Context: an optimization exercise on an open-source flow, tuned for small area and a short achievable clock period. The choices shown serve that exercise and are no tape-out recipe. The RTL was checked by simulation tests, not by an equivalence proof against the original design. Power is estimated from default activity; no workload was simulated.

==> branch pepper: inputs <==
## processor
module processor(input logic clk,
                 input logic rst,
                 input logic [31:0] instruction, read_data,
                 output logic [31:0] pc, direction, write_data,
                 output logic mem_write);
==> flow/config.mk <==
export PLATFORM = sky130hd
export DESIGN_NAME = processor
export DESIGN_NICKNAME = processor
export VERILOG_FILES = /design/flow/design.v
export SDC_FILE = /design/flow/constraint.sdc
export NUM_CORES = 4
export LEC_CHECK = 0
export CAP_MARGIN = 20
export CORE_MARGIN = 2
export CORE_UTILIZATION = 40
export SLEW_MARGIN = 20
export SYNTH_HIERARCHICAL = 1
==> flow/constraint.sdc <==
create_clock -name core_clock -period 30.0 [get_ports {clk}]
set_input_delay 6.0000 -clock core_clock [delete_from_list [all_inputs] [get_ports {clk}]]
set_output_delay 6.0000 -clock core_clock [all_outputs]
set_load 0.01 [all_outputs]
standard.sh (not shown) runs the stock make flow with config.mk's settings and CLKGATE_MAP_FILE= SYNTH_SCRIPT=/design/flow/synth_recipe.tcl, a recipe that flattens the netlist after the stock synthesis.
==> flow/flow/run.sh <==
#!/bin/bash
# The standard ORFS flow (standard.sh), with two changes to how the layout is made:
# - repair_timing aims for more setup slack than zero (SETUP_SLACK_MARGIN), so the
#   resizer shortens the critical paths instead of stopping at the 30 ns clock;
# - the port buffers are buf_2 cells instead of the slow delay buffers buffer_ports picks.
# The SDC, clock period, floorplan, power grid, tap cells, CTS and routing are as standard.
set -euo pipefail
MARGIN=$(cat flow/margin.txt)
bash standard.sh "SETUP_SLACK_MARGIN=${MARGIN}" \
  "BUFFER_PORTS_ARGS=-buffer_cell sky130_fd_sc_hd__buf_2" finish > flow_make.log 2>&1
==> flow/flow/margin.txt <==
12
==> branch harbor: changes against branch pepper <==
--- a/flow/design.v
+++ b/flow/design.v
@@ -305,10 +305,12 @@
   assign sh     = instruction[6:5];
   assign sh_reg = instruction[4];
   assign rm     = instruction[3:0];
   logic dp, mem, br, load, store, is_shift, is_mvn, sh_src, mov_imm, mvn_imm;
   logic alu_src, no_write, shift_reg_op;
+  logic bs_imm, bs_pos, bs_neg;
+  logic [31:0] immx;
   assign dp       = (op == 2'b00);
   assign mem      = (op == 2'b01);
   assign br       = (op == 2'b10);
   assign load     = mem & sbit;
   assign store    = mem & ~sbit;
@@ -359,10 +361,11 @@
   assign pc_plus_4 = pc[2] ? {pc_hi_inc, 1'b0, pc[1:0]} : {pc[31:3], 1'b1, pc[1:0]};
   logic [31:0] rf [0:14];
   logic [3:0]  a1, a2;
   logic [15:0] sel1, sel2;
   logic [31:0] rd1, rd2;
+  genvar gi, gj;
   logic [15:0] dec_rn, dec_rm, dec_rs, dec_rd;
   logic        s1_rm, s1_rn, s2_rs, s2_rd, s2_rm;
   assign dec_rn = 16'b1 << rn;
   assign dec_rm = 16'b1 << rm;
   assign dec_rs = 16'b1 << rs;
@@ -370,74 +373,104 @@
   assign s1_rm  = sh_src & ~ibit;
   assign s1_rn  = ~sh_src & ~br;
   assign s2_rs  = sh_src;
   assign s2_rd  = ~sh_src & store;
   assign s2_rm  = ~sh_src & ~store;
-  assign sel1 = ({16{s1_rm}} & dec_rm) | ({16{s1_rn}} & dec_rn) | {br, 15'b0};
-  assign sel2 = ({16{s2_rs}} & dec_rs) | ({16{s2_rd}} & dec_rd) | ({16{s2_rm}} & dec_rm);
+  logic [15:0] u1m, u1n, u2s, u2d, u2m;
+  generate
+    for (gi = 0; gi < 16; gi++) begin : g_sel
+      nand2c n1m(s1_rm, dec_rm[gi], u1m[gi]);
+      nand2c n1n(s1_rn, dec_rn[gi], u1n[gi]);
+      nand2c n2s(s2_rs, dec_rs[gi], u2s[gi]);
+      nand2c n2d(s2_rd, dec_rd[gi], u2d[gi]);
+      nand2c n2m(s2_rm, dec_rm[gi], u2m[gi]);
+      nand3c s2(u2s[gi], u2d[gi], u2m[gi], sel2[gi]);
+    end
+    for (gi = 0; gi < 15; gi++) begin : g_sel1
+      nand2c s1(u1m[gi], u1n[gi], sel1[gi]);
+    end
+  endgenerate
+  nand3c s1_15(u1m[15], u1n[15], ~br, sel1[15]);
   logic [31:0] g1 [0:4];
   logic [31:0] g2 [0:4];
-  genvar gi, gj;
   generate
     for (gi = 0; gi < 5; gi++) begin : g_rd
       for (gj = 0; gj < 32; gj++) begin : g_bit
         ao222n c1(sel1[3*gi], rf[3*gi][gj], sel1[3*gi+1], rf[3*gi+1][gj], sel1[3*gi+2], rf[3*gi+2][gj], g1[gi][gj]);
         ao222n c2(sel2[3*gi], rf[3*gi][gj], sel2[3*gi+1], rf[3*gi+1][gj], sel2[3*gi+2], rf[3*gi+2][gj], g2[gi][gj]);
       end
     end
   endgenerate
-  assign rd1 = ~(g1[0] & g1[1] & g1[2] & g1[3] & g1[4]) | ({32{sel1[15]}} & pc_plus_8)
-             | ({32{mvn_imm}} & imm_ext);
-  assign rd2 = ~(g2[0] & g2[1] & g2[2] & g2[3] & g2[4]) | ({32{sel2[15]}} & pc_plus_8);
+  logic [31:0] t1x, t2x, h1a, h1b, h2a, h2b, rd2n, bx_n;
+  generate
+    for (gj = 0; gj < 32; gj++) begin : g_comb
+      ao22n  x1(sel1[15], pc_plus_8[gj], mvn_imm, imm_ext[gj], t1x[gj]);
+      nand2c x2(sel2[15], pc_plus_8[gj], t2x[gj]);
+      nand3c c1a(g1[0][gj], g1[1][gj], g1[2][gj], h1a[gj]);
+      nand3c c1b(g1[3][gj], g1[4][gj], t1x[gj], h1b[gj]);
+      nand3c c2a(g2[0][gj], g2[1][gj], g2[2][gj], h2a[gj]);
+      nand3c c2b(g2[3][gj], g2[4][gj], t2x[gj], h2b[gj]);
+      or2c   o1(h1a[gj], h1b[gj], rd1[gj]);
+      or2c   o2(h2a[gj], h2b[gj], rd2[gj]);
+      nor2c  o2n(h2a[gj], h2b[gj], rd2n[gj]);
+      ao222n bs(bs_imm, immx[gj], bs_pos, rd2[gj], bs_neg, rd2n[gj], bx_n[gj]);
+    end
+  endgenerate
   logic [31:0] imm_rot, imm_ext, imm8_ext;
   assign imm8_ext = {24'b0, instruction[7:0]};
   assign imm_rot  = {imm8_ext, imm8_ext} >> {instruction[11:8], 1'b0};
   assign imm_ext = mem ? {20'b0, instruction[11:0]}
                  : br  ? {{6{instruction[23]}}, instruction[23:0], 2'b00}
                  : (dp & ~(is_shift & ~ibit)) ? imm_rot
                  : {27'b0, instruction[11:7]};
+  assign bs_imm = alu_src;
+  assign bs_pos = ~alu_src & ~op_sub;
+  assign bs_neg = ~alu_src & op_sub;
+  assign immx   = imm_ext ^ {32{op_sub}};
   logic [31:0] a, b, bx, sum, rot, shres, res;
   logic [4:0]  n, r;
   logic        big, cout, ovf;
   logic [31:0] thermo, mask;
-  assign bx = alu_src ? (imm_ext ^ {32{op_sub}}) : (rd2 ^ {32{op_sub}});
+  assign bx = ~bx_n;
   assign b  = bx ^ {32{op_sub}};
   assign a  = rd1;
   logic [31:0] pn, gn;
   generate
     for (gj = 0; gj < 32; gj++) begin : g_pg
-      pgcell pg(a[gj], bx[gj], pn[gj], gn[gj]);
+      pgcell_n pg(a[gj], bx_n[gj], pn[gj], gn[gj]);
     end
   endgenerate
   ks_adder add(pn, gn, op_sub, sum, cout);
   assign ovf  = (a[31] ^ sum[31]) & ~(a[31] ^ b[31] ^ op_sub);
   assign n   = bx[4:0];
   assign big = |bx[31:5];
-  assign r   = op_lsl ? (5'd0 - n) : n;
+  assign r   = alu_src ? (instruction[11:7] ^ {5{op_lsl}}) : (rd2[4:0] ^ {5{op_lsl}});
   logic [31:0] lv [0:5];
-  assign lv[0] = a;
   generate
+    for (gj = 0; gj < 32; gj++) begin : g_pre
+      mux2n m(a[gj], a[(gj + 1) % 32], op_lsl, lv[0][gj]);
+    end
     for (gi = 0; gi < 5; gi++) begin : g_rot
       for (gj = 0; gj < 32; gj++) begin : g_bit
         mux2n m(lv[gi][gj], lv[gi][(gj + (1 << gi)) % 32], r[gi], lv[gi + 1][gj]);
       end
     end
   endgenerate
-  assign rot = ~lv[5];
+  assign rot = lv[5];
   assign thermo = ~32'b0 << n;
   assign mask = {32{op_ror}} | ({32{~big}} & (({32{op_lsl}} & thermo) | ({32{op_lsr}} & (~32'b0 >> n))));
-  assign shres = rot & mask;
   logic [31:0] rest;
   logic        arith;
   assign arith = op_add | op_sub;
   assign rest = ({32{op_and | op_orr}} & ~gn)
               | ({32{op_eor | op_orr}} & ~pn)
-              | ({32{op_not}} & ~a)
-              | ({32{op_lsl | op_lsr | op_ror}} & shres);
+              | ({32{op_not}} & ~a);
   generate
     for (gj = 0; gj < 32; gj++) begin : g_res
-      ao21 fin(arith, sum[gj], rest[gj], res[gj]);
+      logic res_n;
+      ao221n fin(arith, sum[gj], rot[gj], mask[gj], rest[gj], res_n);
+      inv1 fo(res_n, res[gj]);
     end
   endgenerate
   assign direction = res;
   logic        we, pc_src, fw_nz, fw_cv;
   logic [31:0] wd;
@@ -482,8 +515,21 @@
 endmodule
 module pgcell(input logic a, b, output logic pn, gn);
   assign pn = ~(a ^ b);
   assign gn = ~(a & b);
 endmodule
-module ao21(input logic a, b, c, output logic y);
-  assign y = (a & b) | c;
+module ao221n(input logic a0, b0, a1, b1, c, output logic y);
+  assign y = ~((a0 & b0) | (a1 & b1) | c);
+endmodule
+module pgcell_n(input logic a, bn, output logic pn, gn);
+  assign pn = a ^ bn;
+  assign gn = ~a | bn;
+endmodule
+module nand3c(input logic a, b, c, output logic y);
+  assign y = ~(a & b & c);
+endmodule
+module or2c(input logic a, b, output logic y);
+  assign y = a | b;
+endmodule
+module ao22n(input logic a0, b0, a1, b1, output logic y);
+  assign y = ~((a0 & b0) | (a1 & b1));
 endmodule
==> flow/flow/margin.txt (replaced) <==
13
CELL_PAD_IN_SITES_DETAIL_PLACEMENT = 1   (was not set)
CORE_UTILIZATION = 50   (was 40)
CTS_CLUSTER_DIAMETER = 100   (was not set)
CTS_CLUSTER_SIZE = 20   (was not set)
==> branch fjord: changes against branch pepper <==
--- a/flow/design.v
+++ b/flow/design.v
@@ -359,10 +359,11 @@
   assign pc_plus_4 = pc[2] ? {pc_hi_inc, 1'b0, pc[1:0]} : {pc[31:3], 1'b1, pc[1:0]};
   logic [31:0] rf [0:14];
   logic [3:0]  a1, a2;
   logic [15:0] sel1, sel2;
   logic [31:0] rd1, rd2;
+  genvar gi, gj;
   logic [15:0] dec_rn, dec_rm, dec_rs, dec_rd;
   logic        s1_rm, s1_rn, s2_rs, s2_rd, s2_rm;
   assign dec_rn = 16'b1 << rn;
   assign dec_rm = 16'b1 << rm;
   assign dec_rs = 16'b1 << rs;
@@ -370,15 +371,23 @@
   assign s1_rm  = sh_src & ~ibit;
   assign s1_rn  = ~sh_src & ~br;
   assign s2_rs  = sh_src;
   assign s2_rd  = ~sh_src & store;
   assign s2_rm  = ~sh_src & ~store;
-  assign sel1 = ({16{s1_rm}} & dec_rm) | ({16{s1_rn}} & dec_rn) | {br, 15'b0};
-  assign sel2 = ({16{s2_rs}} & dec_rs) | ({16{s2_rd}} & dec_rd) | ({16{s2_rm}} & dec_rm);
+  logic [15:0] sel1_n, sel2_n;
+  generate
+    for (gi = 0; gi < 15; gi++) begin : g_sel
+      ao22n  c1(s1_rm, dec_rm[gi], s1_rn, dec_rn[gi], sel1_n[gi]);
+      ao222n c2(s2_rs, dec_rs[gi], s2_rd, dec_rd[gi], s2_rm, dec_rm[gi], sel2_n[gi]);
+    end
+  endgenerate
+  ao222n c1_15(s1_rm, dec_rm[15], s1_rn, dec_rn[15], br, 1'b1, sel1_n[15]);
+  ao222n c2_15(s2_rs, dec_rs[15], s2_rd, dec_rd[15], s2_rm, dec_rm[15], sel2_n[15]);
+  assign sel1 = ~sel1_n;
+  assign sel2 = ~sel2_n;
   logic [31:0] g1 [0:4];
   logic [31:0] g2 [0:4];
-  genvar gi, gj;
   generate
     for (gi = 0; gi < 5; gi++) begin : g_rd
       for (gj = 0; gj < 32; gj++) begin : g_bit
         ao222n c1(sel1[3*gi], rf[3*gi][gj], sel1[3*gi+1], rf[3*gi+1][gj], sel1[3*gi+2], rf[3*gi+2][gj], g1[gi][gj]);
         ao222n c2(sel2[3*gi], rf[3*gi][gj], sel2[3*gi+1], rf[3*gi+1][gj], sel2[3*gi+2], rf[3*gi+2][gj], g2[gi][gj]);
@@ -410,34 +419,34 @@
   endgenerate
   ks_adder add(pn, gn, op_sub, sum, cout);
   assign ovf  = (a[31] ^ sum[31]) & ~(a[31] ^ b[31] ^ op_sub);
   assign n   = bx[4:0];
   assign big = |bx[31:5];
-  assign r   = op_lsl ? (5'd0 - n) : n;
+  assign r   = alu_src ? (instruction[11:7] ^ {5{op_lsl}}) : (rd2[4:0] ^ {5{op_lsl}});
   logic [31:0] lv [0:5];
-  assign lv[0] = a;
   generate
+    for (gj = 0; gj < 32; gj++) begin : g_pre
+      mux2n m(a[gj], a[(gj + 1) % 32], op_lsl, lv[0][gj]);
+    end
     for (gi = 0; gi < 5; gi++) begin : g_rot
       for (gj = 0; gj < 32; gj++) begin : g_bit
         mux2n m(lv[gi][gj], lv[gi][(gj + (1 << gi)) % 32], r[gi], lv[gi + 1][gj]);
       end
     end
   endgenerate
-  assign rot = ~lv[5];
+  assign rot = lv[5];
   assign thermo = ~32'b0 << n;
   assign mask = {32{op_ror}} | ({32{~big}} & (({32{op_lsl}} & thermo) | ({32{op_lsr}} & (~32'b0 >> n))));
-  assign shres = rot & mask;
   logic [31:0] rest;
   logic        arith;
   assign arith = op_add | op_sub;
   assign rest = ({32{op_and | op_orr}} & ~gn)
               | ({32{op_eor | op_orr}} & ~pn)
-              | ({32{op_not}} & ~a)
-              | ({32{op_lsl | op_lsr | op_ror}} & shres);
+              | ({32{op_not}} & ~a);
   generate
     for (gj = 0; gj < 32; gj++) begin : g_res
-      ao21 fin(arith, sum[gj], rest[gj], res[gj]);
+      ao221 fin(arith, sum[gj], rot[gj], mask[gj], rest[gj], res[gj]);
     end
   endgenerate
   assign direction = res;
   logic        we, pc_src, fw_nz, fw_cv;
   logic [31:0] wd;
@@ -482,8 +491,11 @@
 endmodule
 module pgcell(input logic a, b, output logic pn, gn);
   assign pn = ~(a ^ b);
   assign gn = ~(a & b);
 endmodule
-module ao21(input logic a, b, c, output logic y);
-  assign y = (a & b) | c;
+module ao221(input logic a0, b0, a1, b1, c, output logic y);
+  assign y = (a0 & b0) | (a1 & b1) | c;
+endmodule
+module ao22n(input logic a0, b0, a1, b1, output logic y);
+  assign y = ~((a0 & b0) | (a1 & b1));
 endmodule
==> flow/flow/margin.txt (replaced) <==
12.5
CORE_UTILIZATION = 55   (was 40)
CTS_CLUSTER_DIAMETER = 100   (was not set)
CTS_CLUSTER_SIZE = 20   (was not set)
==> notes <==
Sequential power is about the same in branch pepper and branch fjord. Maximum frequency, lowest first: branch pepper, branch fjord, branch harbor. In branch pepper the sequential share of layout area is higher than in branch harbor, by 0.60 points. Against branch harbor, the global-route usage of branch pepper is lower by 7.3 points. Combinational power: branch harbor > branch pepper > branch fjord. Register-to-register slack: branch fjord > branch pepper > branch harbor. The highest worst hold slack belongs to branch harbor, the lowest to branch fjord. The highest cell count belongs to branch harbor, the lowest to branch fjord. Via count: branch pepper is lower than branch harbor (about 6%). Total power, lowest first: branch fjord, branch harbor, branch pepper. Synthesized cell count, highest first: branch harbor, branch fjord, branch pepper.

## port drivers added, routing unchanged
The flow's constraints put no driver on any port. The routed layouts listed below were extracted and timed again, unchanged, in two steps. Step 1: set_driving_cell puts a clkbuf_16 on clk and a buf_2 on each other input, an assumption about the parent block. Step 2 also shifts input and output timing later by t, the mid clock arrival at the registers, as if the neighbouring blocks saw the same clock. Three values: ideal ports, drivers, drivers and shift; two values: the first two.
run	t, ns	setup WS [ns]	latest minus earliest clock arrival (ns)	slew at the worst register clock pin (ns)
branch pepper	0.706	12.011 / 11.986 / 11.986	0.051 / 0.051	0.06 / 0.06
branch harbor	0.680	12.900 / 12.806 / 12.806	0.025 / 0.024	0.10 / 0.10
branch fjord	0.674	12.460 / 12.416 / 12.416	0.040 / 0.040	0.10 / 0.10
After both steps setup and hold are still met in every run listed. The setup slack of branch harbor, which loses most, moves by -0.094 ns with the drivers and by -0.094 ns with both steps.
